Context: an optimization exercise on an open-source flow, tuned for small area. The choices shown serve that exercise and are no tape-out recipe.
Power figures rest on the tool's default switching activity, not on a simulated workload.

== main ==
// calc
module calc(input wire clk,
            input wire btnac,
            input wire btnl,
            input wire btnr,
            input wire btnc,
            input wire btnd,
            input wire [15:0] sw,
            output wire [15:0] led);
    reg [15:0] acc;
    reg        btnc_d;
    reg [4:0]  cnt;
    reg        s7;       
    reg        cf;       
    assign led = acc;
    wire press = btnc & ~btnc_d;
    wire act   = press | (cnt != 5'd0);
    wire [1:0] hL, hC, hR, hYE, hP, hNN;
    wire CE, fill, mul, lsl;
    calc_ctrl u_ctrl (.op({btnl, btnr, btnd}), .sw(sw[15:0]), .cnt(cnt),
                      .act(act), .clr_n(~btnac), .a(acc[15]),
                      .hL(hL), .hC(hC), .hR(hR), .hYE(hYE), .hP(hP), .hNN(hNN),
                      .CE(CE), .fill(fill), .mul(mul), .lsl(lsl));
    wire [15:0] ge;
    calc_therm u_therm (.k(cnt[4:1]), .mul(mul), .ge(ge));
    wire [16:0] cn;      
    wire [15:0] nxt;
    wire c8n;
    assign cn[0] = ~hP[0];
    assign cn[8] = ~((cf & ~btnac) | hP[1]);
    genvar i;
    for (i = 0; i < 16; i = i + 1) begin : g_bit
        localparam integer H = i / 8;
        wire con;
        calc_bit u_bit (.xl((i == 0) ? 1'b0 : (i == 8) ? (lsl ? acc[7] : s7) : acc[i-1]), .xc(acc[i]),
                        .xr((i == 15) ? fill : acc[i+1]),
                        .sl(hL[H]), .sc(hC[H]), .sr(hR[H]), .b(sw[i]), .g(ge[i]), .ye(hYE[H]),
                        .cin_n(cn[i]), .nn(hNN[H]), .gn((i == 15) ? 1'b0 : ge[i+1]), .ce(CE),
                        .p(hP[H]), .q(nxt[i]), .cout_n(con));
        if (i == 7) begin : g_c7
            assign c8n = ~con;
  ...
clock: 10.0 ns
lec_check: 0
abc_area: 0
abc_clock_period_in_ps: 10000
cap_margin: 20
core_margin: 2
core_utilization: 60
cts_buf_list: sky130_fd_sc_hd__clkbuf_8
cts_cluster_diameter: 200
cts_cluster_size: 30
slew_margin: 20
synth_hierarchical: 1
synth_minimum_keep_size: 0
standard.sh (not shown) runs the stock make flow with config.mk's settings and CLKGATE_MAP_FILE= SYNTH_SCRIPT=/design/flow/synth_recipe.tcl, a recipe that flattens the netlist after the stock synthesis.
==> flow/flow/run.sh <==
#!/bin/bash
# Standard layout, with two changes: the port buffers are the smallest
# buffer cell, and after floorplan every combinational cell gets the smallest
# drive strength that keeps timing (flow/downsize.tcl).
export BUFFER_PORTS_ARGS="-buffer_cell sky130_fd_sc_hd__buf_1"
export POST_FLOORPLAN_TCL="$PWD/flow/downsize.tcl"
bash standard.sh > standard.log 2>&1
==> flow/flow/downsize.tcl <==
# Run at the end of floorplan: give every combinational cell the smallest
# drive strength of its kind (drive 1) unless that lowers the worst setup
# slack by more than 20 ps.
set base_ws [sta::worst_slack_cmd max]
set n 0
foreach inst [get_cells *] {
  set ref [get_property $inst ref_name]
  if {![regexp {^(sky130_fd_sc_hd__[a-z0-9]+)_([0-9]+)$} $ref -> base drv]} { continue }
  if {[regexp {df|dl|clk|tap|fill|decap|conb|buf|inv} $base]} { continue }
  if {$drv <= 1} { continue }
  set cand [get_lib_cells -quiet */${base}_1]
  if {[llength $cand] == 0} { continue }
  replace_cell $inst [lindex $cand 0]
  if {[sta::worst_slack_cmd max] < $base_ws - 20e-12} {
    replace_cell $inst [lindex [get_lib_cells */$ref] 0]
  } else {
    incr n
  }
}
puts "downsize: $n cells set to drive 1, worst slack [sta::worst_slack_cmd max] (was $base_ws)"
The flow did not stop early for main: all stages ran, and the layout cleared the timing, design-rule and antenna checks.
Modified inputs, the feature branch compared to main
- clearing CTS_CLUSTER_SIZE, which used to be 30
- clearing CTS_CLUSTER_DIAMETER, which used to be 200
Results
- | combinational share of power | main vs the feature branch | ≈ equal |
- Diff main..the feature branch | number of tap instances | unchanged
- In terms of number of vias in the routed layout, the feature branch and main differ only marginally.
- From main to the feature branch the numbers moved as follows: sequential power ~0 delta, post-layout minimum cycle time ~0 delta, critical path depth ~0 delta, count of multi-input combinational gates ~0 delta, buffering stage count on the worst path with inverters included ~0 delta.
- Per the comparison of the feature branch with main, latest clock arrival within the worst-skew pair roughly the same, total power ~0 delta.
- In terms of detailed-route vias per instance, main and the feature branch differ only marginally.
No run of this note included a check of the RTL's function; only the layout flow was run.

## what the ideal ports hide
Ports are ideal in the flow. The routed layouts listed here were re-timed in OpenROAD.
Step 1 assumes that a clkbuf_16 drives the clock port and a buf_2 every other input.
Step 2 times the ports against the registers' clock, not the clock port: input delays grow and output delays shrink by t, the midpoint of the rising clock arrivals with the driver on.
Three values: ideal ports, drivers, drivers and shift; two values: the first two.
run | shift t [ns] | slack for setup (ns) | worst hold slack (ns) | clock arrival spread, ns
main | 0.289 | 1.312 / 1.319 / 1.030 | 0.421 / 0.421 / 0.421 | 0.004 / 0.004
the feature branch | 0.289 | 1.312 / 1.319 / 1.030 | 0.421 / 0.421 / 0.421 | 0.004 / 0.004
After both steps setup and hold are still met in every run listed.
